This design comes from an exercise in tuning for small area on the open sky130 flow, not from production work. The RTL was checked by simulation tests, not by an equivalence proof against the original design. The clock port is modelled as an ideal driver, which makes a skipped or thinned clock tree look cheaper than it is; a real chip needs a root buffer or a tree. Power is estimated from default activity; no workload was simulated.

==> 12-17 <==
==> flow/design.v (excerpt) <==
module breakout
	(
		input         clk,
		input         resetn,        
		input  [1:0]  go,            
		input         paddle_tick,
		input         ball_tick,
		output [8:0]  x,
		output [7:0]  y,
		output [2:0]  colour,
		output        plot
	);
export LEC_CHECK = 0
export CAP_MARGIN = 0
export CORE_MARGIN = 2
export CORE_UTILIZATION = 60
export SLEW_MARGIN = 0
create_clock -name core_clock -period 20.0 [get_ports {clk}]
standard.sh (not shown) runs the stock make flow with config.mk's settings and CLKGATE_MAP_FILE= SYNTH_SCRIPT=/design/flow/synth_recipe.tcl, a recipe that flattens the netlist after the stock synthesis.
==> flow/flow/run.sh <==
#!/bin/bash
# Own layout flow: the standard ORFS flow (standard.sh), with
#  - synthesis: ORFS's synth.tcl unchanged except that full adders are not
#    extracted and ABC maps with an area-oriented script (flow/abc_area.script),
#    run from four seeds, keeping the smallest result;
#    the Yosys passes before ABC, the flip-flop mapping, the flattening and the
#    renaming are the standard ones, so the registers are the same. The
#    flip-flops then get the instance names of the standard synthesis (run
#    first, matched by the register on the Q pin; flow/match_regs.py), since
#    its automatic names depend on the number of cells ABC made before them;
#  - clock tree: a two-level tree of a few large clock buffers, each leaf
#    buffer driving one cluster of flip-flops (flow/own_cts.tcl), in place of
#    TritonCTS, which makes many small clusters;
#  - port buffers: the smallest buffer (BUFFER_PORTS_ARGS).
# Each tool's output goes to a log file in the work folder.
set -euo pipefail
W=$PWD
F=$W/flow
R=$W/orfs/results/$FLOW_PLATFORM/breakout/base

# the standard synthesis, for the flip-flop names
bash "$W/standard.sh" synth > "$W/std_synth.log" 2>&1
cp "$R/1_2_yosys.v" "$W/std_1_2_yosys.v"
rm -rf "$W/orfs"

# own synthesis, with ABC's deepsyn run from four seeds in parallel (each in
# its own ORFS work folder); the smallest netlist is kept
sed -E 's|SYNTH_SCRIPT=[^ ]+|SYNTH_SCRIPT='"$W"'/own_synth_SEED.tcl|; s|WORK_HOME=[^ ]+|WORK_HOME='"$W"'/orfs_SEED|' "$W/standard.sh" > "$W/own_standard.in"
grep -q 'own_synth_SEED.tcl' "$W/own_standard.in"
grep -q 'orfs_SEED' "$W/own_standard.in"
SEEDS="1 2 3 4"
for s in $SEEDS; do
  sed -e "s|&deepsyn -T 60|\&deepsyn -T 60 -S $s|" "$F/abc_area.script" > "$W/abc_area_$s.script"
  grep -q -- "-S $s" "$W/abc_area_$s.script"
  sed -e '/^  extract_fa /d' \
      -e 's|^  log_cmd abc {\*}\$abc_args|  set abc_args [lreplace $abc_args 1 1 '"$W"'/abc_area_'"$s"'.script]\n  log_cmd abc {*}$abc_args|' \
      "$FLOW_HOME/scripts/synth.tcl" > "$W/own_synth_core_$s.tcl"
  grep -q "abc_area_$s.script" "$W/own_synth_core_$s.tcl"
  ! grep -q '^  extract_fa ' "$W/own_synth_core_$s.tcl"
  sed -e 's|source \$::env(SCRIPTS_DIR)/synth.tcl|source '"$W"'/own_synth_core_'"$s"'.tcl|' "$W/synth_recipe.tcl" > "$W/own_synth_$s.tcl"
  grep -q "own_synth_core_$s" "$W/own_synth_$s.tcl"
  sed -e "s|SEED|$s|g" "$W/own_standard.in" > "$W/own_standard_$s.sh"
  bash "$W/own_standard_$s.sh" synth > "$W/synth_$s.log" 2>&1 &
done
wait
best=""
for s in $SEEDS; do
  a=$(awk '/Chip area for module/ {print $NF}' "$W/orfs_$s/reports/$FLOW_PLATFORM/breakout/base/synth_stat.txt")
  echo "seed $s: area $a" >> "$W/synth_choice.log"
  if [[ -z "$best" ]] || awk -v a="$a" -v b="$besta" 'BEGIN {exit !(a < b)}'; then best=$s; besta=$a; fi
done
echo "kept seed $best" >> "$W/synth_choice.log"
mv "$W/orfs_$best" "$W/orfs"
python3 "$F/match_regs.py" "$W/std_1_2_yosys.v" "$R/1_2_yosys.v" > "$W/match_regs.log" 2>&1
rm -f "$R/1_synth.odb" "$R/1_synth.sdc"

# placement, the standard flow
export BUFFER_PORTS_ARGS="-buffer_cell sky130_fd_sc_hd__buf_1"
bash "$W/standard.sh" place > "$W/place.log" 2>&1

# clock tree
OWN_RESULTS="$R" OWN_PLATFORM_DIR="$FLOW_HOME/platforms/$FLOW_PLATFORM" OWN_FLOW="$F" \
OWN_CTS_LEAVES=5 OWN_CTS_LEAF_BUF=sky130_fd_sc_hd__clkbuf_16 OWN_CTS_TOPS=1 OWN_CTS_TOP_BUF=sky130_fd_sc_hd__clkbuf_8 \
  openroad -no_init -exit "$F/own_cts.tcl" > "$W/own_cts.log" 2>&1
test -s "$R/4_1_cts.odb"

# rest of the layout, the standard flow
bash "$W/standard.sh" > "$W/layout.log" 2>&1
test -s "$W/out/final.def"
Other scripts of this flow, unchanged in this note and not shown: flow/flow/abc_area.script, flow/flow/match_regs.py, flow/flow/own_cts.tcl, flow/flow/own_cts_tree.tcl
==> 06-22 (differences from 12-17) <==
==> flow/flow/run.sh (replaced) <==
#!/bin/bash
# Own layout flow: the standard ORFS flow (standard.sh), with
#  - synthesis: ORFS's synth.tcl unchanged except that full adders are not
#    extracted and ABC maps with an area-oriented script (flow/abc_area*.script),
#    run from four seeds with two mappers, keeping the smallest result;
#    the Yosys passes before ABC, the flip-flop mapping, the flattening and the
#    renaming are the standard ones, so the registers are the same. The
#    flip-flops then get the instance names of the standard synthesis (run
#    first, matched by the register on the Q pin; flow/match_regs.py), since
#    its automatic names depend on the number of cells ABC made before them;
#  - clock tree: a two-level tree of a few large clock buffers, each leaf
#    buffer driving one cluster of flip-flops (flow/own_cts.tcl), in place of
#    TritonCTS, which makes many small clusters;
#  - port buffers: the smallest buffer (BUFFER_PORTS_ARGS).
# Each tool's output goes to a log file in the work folder.
set -euo pipefail
W=$PWD
F=$W/flow
R=$W/orfs/results/$FLOW_PLATFORM/breakout/base

# the standard synthesis, for the flip-flop names
bash "$W/standard.sh" synth > "$W/std_synth.log" 2>&1
cp "$R/1_2_yosys.v" "$W/std_1_2_yosys.v"
rm -rf "$W/orfs"

# own synthesis: ABC's deepsyn from four seeds, each followed by either of two
# area mappers (amap, or &nf with SAT-based area recovery), eight runs, four at
# a time, each in its own ORFS work folder; the smallest netlist is kept
sed -E 's|SYNTH_SCRIPT=[^ ]+|SYNTH_SCRIPT='"$W"'/own_synth_SEED.tcl|; s|WORK_HOME=[^ ]+|WORK_HOME='"$W"'/orfs_SEED|' "$W/standard.sh" > "$W/own_standard.in"
grep -q 'own_synth_SEED.tcl' "$W/own_standard.in"
grep -q 'orfs_SEED' "$W/own_standard.in"
CANDS="1a 2a 3a 4a 1n 2n 3n 4n"
n=0
for c in $CANDS; do
  seed=${c:0:1}
  if [[ ${c:1:1} == a ]]; then script="$F/abc_area.script"; else script="$F/abc_area_nf.script"; fi
  sed -e "s|&deepsyn -T 60|\&deepsyn -T 60 -S $seed|" "$script" > "$W/abc_area_$c.script"
  grep -q -- "-S $seed" "$W/abc_area_$c.script"
  sed -e '/^  extract_fa /d' \
      -e 's|^  log_cmd abc {\*}\$abc_args|  set abc_args [lreplace $abc_args 1 1 '"$W"'/abc_area_'"$c"'.script]\n  log_cmd abc {*}$abc_args|' \
      "$FLOW_HOME/scripts/synth.tcl" > "$W/own_synth_core_$c.tcl"
  grep -q "abc_area_$c.script" "$W/own_synth_core_$c.tcl"
  ! grep -q '^  extract_fa ' "$W/own_synth_core_$c.tcl"
  sed -e 's|source \$::env(SCRIPTS_DIR)/synth.tcl|source '"$W"'/own_synth_core_'"$c"'.tcl|' "$W/synth_recipe.tcl" > "$W/own_synth_$c.tcl"
  grep -q "own_synth_core_$c" "$W/own_synth_$c.tcl"
  sed -e "s|SEED|$c|g" "$W/own_standard.in" > "$W/own_standard_$c.sh"
  bash "$W/own_standard_$c.sh" synth > "$W/synth_$c.log" 2>&1 &
  n=$((n + 1))
  if [[ $n == 4 ]]; then wait; fi
done
wait
best=""
for c in $CANDS; do
  a=$(awk '/Chip area for module/ {print $NF}' "$W/orfs_$c/reports/$FLOW_PLATFORM/breakout/base/synth_stat.txt")
  echo "run $c: area $a" >> "$W/synth_choice.log"
  if [[ -z "$best" ]] || awk -v a="$a" -v b="$besta" 'BEGIN {exit !(a < b)}'; then best=$c; besta=$a; fi
done
echo "kept run $best" >> "$W/synth_choice.log"
mv "$W/orfs_$best" "$W/orfs"
python3 "$F/match_regs.py" "$W/std_1_2_yosys.v" "$R/1_2_yosys.v" > "$W/match_regs.log" 2>&1
rm -f "$R/1_synth.odb" "$R/1_synth.sdc"

# placement, the standard flow
export BUFFER_PORTS_ARGS="-buffer_cell sky130_fd_sc_hd__buf_1"
bash "$W/standard.sh" place > "$W/place.log" 2>&1

# clock tree
OWN_RESULTS="$R" OWN_PLATFORM_DIR="$FLOW_HOME/platforms/$FLOW_PLATFORM" OWN_FLOW="$F" \
OWN_CTS_LEAVES=5 OWN_CTS_LEAF_BUF=sky130_fd_sc_hd__clkbuf_16 OWN_CTS_TOPS=1 OWN_CTS_TOP_BUF=sky130_fd_sc_hd__clkbuf_8 \
  openroad -no_init -exit "$F/own_cts.tcl" > "$W/own_cts.log" 2>&1
test -s "$R/4_1_cts.odb"

# rest of the layout, the standard flow
bash "$W/standard.sh" > "$W/layout.log" 2>&1
test -s "$W/out/final.def"
==> flow/flow/abc_area_nf.script (new file) <==
strash
&get -n
&deepsyn -T 60
&dch -f
&nf -p -R 1000 -F 8 -A 4 -a
&put
topo
Settings changed: CAP_MARGIN 0 to 20, CORE_UTILIZATION 60 to 75, SLEW_MARGIN 0 to 20.
==> 03-12 (differences from 12-17) <==
Settings changed: CAP_MARGIN 0 to 20, SLEW_MARGIN 0 to 20.
==> 01-24 (differences from 12-17) <==
--- a/flow/design.v
+++ b/flow/design.v
@@ -3,28 +3,30 @@
 	input            en,        
 	input            resetn,
 	input      [1:0] go,
 	input      [8:0] ball_x,
 	input      [7:0] ball_y,
 	output reg [2:0] PADDLE_HIT,  
 	output reg       draw,
-	output reg [7:0] pos_half
+	output     [7:0] pos_half
 	);
 	wire rst = ~resetn;
 	wire run = en & resetn;
-	wire at_left = pos_half[7:3] == 5'd0 && pos_half[1:0] == 2'd0;
-	wire at_right = pos_half[7] & pos_half[3] & pos_half[2];
+	reg [7:0] npos;
+	assign pos_half = ~npos;
+	wire at_left = npos[7:3] == 5'b11111 && npos[1:0] == 2'b11;    
+	wire at_right = ~npos[7] & ~npos[3] & ~npos[2];                
 	wire up = go[0] & (~go[1] | at_left) & ~at_right;
 	wire dn = go[1] & (~go[0] | at_right) & ~at_left;
-	wire [7:0] moved = pos_half + {{7{dn & en}}, (up | dn) & en};
-	wire [8:0] d8 = {1'b0, ball_x[8:1]} - {1'b0, pos_half};
+	wire [7:0] moved = npos + {{7{up & en}}, (up | dn) & en};
+	wire [8:0] d8 = {1'b0, ball_x[8:1]} + {1'b1, npos} + 9'd1;    
 	wire hit = ball_y[7:2] == 6'b110111 && !d8[8] && (d8[7:4] == 4'd0 || (d8[7:0] == 8'd16 && !ball_x[0]));
 	wire [2:0] ph = hit ? d8[4:2] : 3'd6;
 	always @(posedge clk) begin
-		pos_half <= rst ? 8'd76 : moved;    
+		npos <= rst ? ~8'd76 : moved;    
 		draw <= rst | (run & (go[0] | go[1])) | (~en & draw);
 		PADDLE_HIT <= ({3{en}} & ph) | ({3{~en}} & PADDLE_HIT);
 	end
 endmodule
 module ball_control(
 	input            clk,
 	input            en,         
@@ -197,15 +199,15 @@
 		2'd1: bx = 9'd100;
 		2'd2: bx = 9'd150;
 		default: bx = 9'd200;
 	endcase
 	wire [8:0] x_wall = s_rw ? 9'd320 - lo[2:0] : lo;
 	wire [8:0] x_pad  = {cp + {4'd0, pdp[4:1]}, pdp[0]};
 	wire [8:0] x_brk  = bx + lo[4:0];
-	wire [7:0] y_brk  = 8'd60 + lo[8:5];
+	wire [7:0] y_brk  = 8'd60 + {5'd0, lo[7:5]};
 	wire [8:0] x_new = ({9{w_wall}} & x_wall) | ({9{w_pad}} & x_pad) | ({9{w_ball}} & cbx) | ({9{w_brk}} & x_brk);
 	wire [7:0] y_new = ({8{w_wall}} & hi[7:0]) | ({8{w_pad}} & {6'b110111, pdp[6:5]}) | ({8{w_ball}} & cby) | ({8{w_brk}} & y_brk);
 	wire [2:0] c_new = {w_wall | (w_brk & s_br), w_brk & s_br | s_bd1, s_pd};
 	wire cnt_clr = s_cr;
 	wire lo_clr  = s_cr | s_db | s_bes;
 	wire pdp_clr = s_cr | s_pes | s_pds;
 	wire lo_zero = lo_clr | (inc & s_wall & lo_wrap);
==> flow/flow/run.sh (replaced) <==
#!/bin/bash
# Own layout flow: the standard ORFS flow (standard.sh), with
#  - synthesis: ORFS's synth.tcl unchanged except that full adders are not
#    extracted and ABC maps with an area-oriented script (flow/abc_area*.script),
#    run from eight seeds, keeping the smallest result;
#    the Yosys passes before ABC, the flip-flop mapping, the flattening and the
#    renaming are the standard ones, so the registers are the same. The
#    flip-flops then get the instance names of the standard synthesis (run
#    first, matched by the register on the Q pin; flow/match_regs.py), since
#    its automatic names depend on the number of cells ABC made before them;
#  - clock tree: a two-level tree of a few large clock buffers, each leaf
#    buffer driving one cluster of flip-flops (flow/own_cts.tcl), in place of
#    TritonCTS, which makes many small clusters;
#  - port buffers: the smallest buffer (BUFFER_PORTS_ARGS).
# Each tool's output goes to a log file in the work folder.
set -euo pipefail
W=$PWD
F=$W/flow
R=$W/orfs/results/$FLOW_PLATFORM/breakout/base

# the standard synthesis, for the flip-flop names
bash "$W/standard.sh" synth > "$W/std_synth.log" 2>&1
cp "$R/1_2_yosys.v" "$W/std_1_2_yosys.v"
rm -rf "$W/orfs"

# own synthesis: ABC's deepsyn from eight seeds, each followed by the area
# mapper amap (runs named <seed>a; a name <seed>n would use &nf with SAT-based
# area recovery instead), four at a time, each in its own ORFS work folder;
# the smallest netlist is kept
sed -E 's|SYNTH_SCRIPT=[^ ]+|SYNTH_SCRIPT='"$W"'/own_synth_SEED.tcl|; s|WORK_HOME=[^ ]+|WORK_HOME='"$W"'/orfs_SEED|' "$W/standard.sh" > "$W/own_standard.in"
grep -q 'own_synth_SEED.tcl' "$W/own_standard.in"
grep -q 'orfs_SEED' "$W/own_standard.in"
CANDS="1a 2a 3a 4a 5a 6a 7a 8a"
n=0
for c in $CANDS; do
  seed=${c:0:1}
  if [[ ${c:1:1} == a ]]; then script="$F/abc_area.script"; else script="$F/abc_area_nf.script"; fi
  sed -e "s|&deepsyn -T 60|\&deepsyn -T 60 -S $seed|" "$script" > "$W/abc_area_$c.script"
  grep -q -- "-S $seed" "$W/abc_area_$c.script"
  sed -e '/^  extract_fa /d' \
      -e 's|^  log_cmd abc {\*}\$abc_args|  set abc_args [lreplace $abc_args 1 1 '"$W"'/abc_area_'"$c"'.script]\n  log_cmd abc {*}$abc_args|' \
      "$FLOW_HOME/scripts/synth.tcl" > "$W/own_synth_core_$c.tcl"
  grep -q "abc_area_$c.script" "$W/own_synth_core_$c.tcl"
  ! grep -q '^  extract_fa ' "$W/own_synth_core_$c.tcl"
  sed -e 's|source \$::env(SCRIPTS_DIR)/synth.tcl|source '"$W"'/own_synth_core_'"$c"'.tcl|' "$W/synth_recipe.tcl" > "$W/own_synth_$c.tcl"
  grep -q "own_synth_core_$c" "$W/own_synth_$c.tcl"
  sed -e "s|SEED|$c|g" "$W/own_standard.in" > "$W/own_standard_$c.sh"
  bash "$W/own_standard_$c.sh" synth > "$W/synth_$c.log" 2>&1 &
  n=$((n + 1))
  if [[ $n == 4 ]]; then wait; fi
done
wait
best=""
for c in $CANDS; do
  a=$(awk '/Chip area for module/ {print $NF}' "$W/orfs_$c/reports/$FLOW_PLATFORM/breakout/base/synth_stat.txt")
  echo "run $c: area $a" >> "$W/synth_choice.log"
  if [[ -z "$best" ]] || awk -v a="$a" -v b="$besta" 'BEGIN {exit !(a < b)}'; then best=$c; besta=$a; fi
done
echo "kept run $best" >> "$W/synth_choice.log"
mv "$W/orfs_$best" "$W/orfs"
python3 "$F/match_regs.py" "$W/std_1_2_yosys.v" "$R/1_2_yosys.v" > "$W/match_regs.log" 2>&1
rm -f "$R/1_synth.odb" "$R/1_synth.sdc"

# placement, the standard flow
export BUFFER_PORTS_ARGS="-buffer_cell sky130_fd_sc_hd__buf_1"
bash "$W/standard.sh" place > "$W/place.log" 2>&1

# clock tree
OWN_RESULTS="$R" OWN_PLATFORM_DIR="$FLOW_HOME/platforms/$FLOW_PLATFORM" OWN_FLOW="$F" \
OWN_CTS_LEAVES=5 OWN_CTS_LEAF_BUF=sky130_fd_sc_hd__clkbuf_16 OWN_CTS_TOPS=1 OWN_CTS_TOP_BUF=sky130_fd_sc_hd__clkbuf_8 \
  openroad -no_init -exit "$F/own_cts.tcl" > "$W/own_cts.log" 2>&1
test -s "$R/4_1_cts.odb"

# rest of the layout, the standard flow
bash "$W/standard.sh" > "$W/layout.log" 2>&1
test -s "$W/out/final.def"
==> flow/flow/abc_area_nf.script (new file) <==
strash
&get -n
&deepsyn -T 60
&dch -f
&nf -p -R 1000 -F 8 -A 4 -a
&put
topo
Settings changed: CAP_MARGIN 0 to 20, CORE_UTILIZATION 60 to 75, SLEW_MARGIN 0 to 20.
==> results.txt <==
item	12-17	03-12	01-24	06-22
Net switching power	114 uW	151 uW	126 uW	147 uW
Fraction of synthesized cell area in xor and xnor cells	0%	0.148%	0%	0.148%
CP Launch Point	resetn	ball_tick	resetn	ball_tick
Logic depth of the worst setup path including buffers	8	13	7	13
FP Rows	36	36	32	32
Simple-Gate Fraction of Synth Area	19.2%	19.9%	19.0%	19.9%
Number of nets produced by synthesis	714	711	719	711
Slack of the worst reg-to-reg path	15.47 ns	15.82 ns	15.38 ns	15.24 ns
Headroom to the max-slew limit	56.7%	27.5%	44.2%	38.4%
Worst-skew pair later-pin latency	0.40 ns	0.40 ns	0.41 ns	0.40 ns
Post-route minimum period	5.80 ns	5.66 ns	6.54 ns	5.75 ns
Count of vias placed by the detailed router	5452	5425	5982	5663
Fraction of final layout cells with drive strength greater than 1	1.48%	1.62%	1.34%	1.62%
Top fanout value on the critical path	28	4	27	4
Net switching fraction of the power	25.0%	29.3%	26.7%	28.8%
Final worst-path cycle share	29.0%	28.3%	32.7%	28.7%
Delay contributed by the slowest stage of the critical path	0.42 ns	0.27 ns	0.72 ns	0.30 ns
Run status	no timing/DRC/antenna violations	no timing/DRC/antenna violations	no timing/DRC/antenna violations	no timing/DRC/antenna violations
Global-route wire length before repair	25200 um	25200 um	27000 um	25600 um
Clock network fraction of total power	27.8%	25.4%	27.6%	24.8%
Sequential cell fraction of total power	63.8%	59.6%	62.3%	59.9%
Fill cell instance count of the final layout	852	821	500	505
In every run of this note, the design's own scripts or RTL, not TritonCTS, make the clock network.

==> port drivers added, routing unchanged <==
The results above use ideal ports. As a check the final layouts listed here were re-extracted and re-timed, cells and wires unchanged.
Step 1, drivers: a clkbuf_16 drives clk and a buf_2 each remaining input, both assumed.
Step 2 times the ports against the registers' clock, not the clock port: input delays grow and output delays shrink by t, the midpoint of the rising clock arrivals with the driver on.
a / b / c = ideal / step 1 / step 2; a / b = the first two.
run	shift t [ns]	setup WS [ns]	worst data-port slew with drivers (ns)
12-17	0.425	14.199 / 14.209 / 13.784	0.03
06-22	0.428	14.253 / 14.264 / 13.836	0.03
03-12	0.421	14.343 / 14.354 / 13.933	0.03
01-24	0.436	13.463 / 13.475 / 13.038	0.03
After both steps setup and hold are still met in every run listed. For 01-24, which loses most, drivers alone change the setup slack by +0.012 ns; drivers and shift together by -0.425 ns.
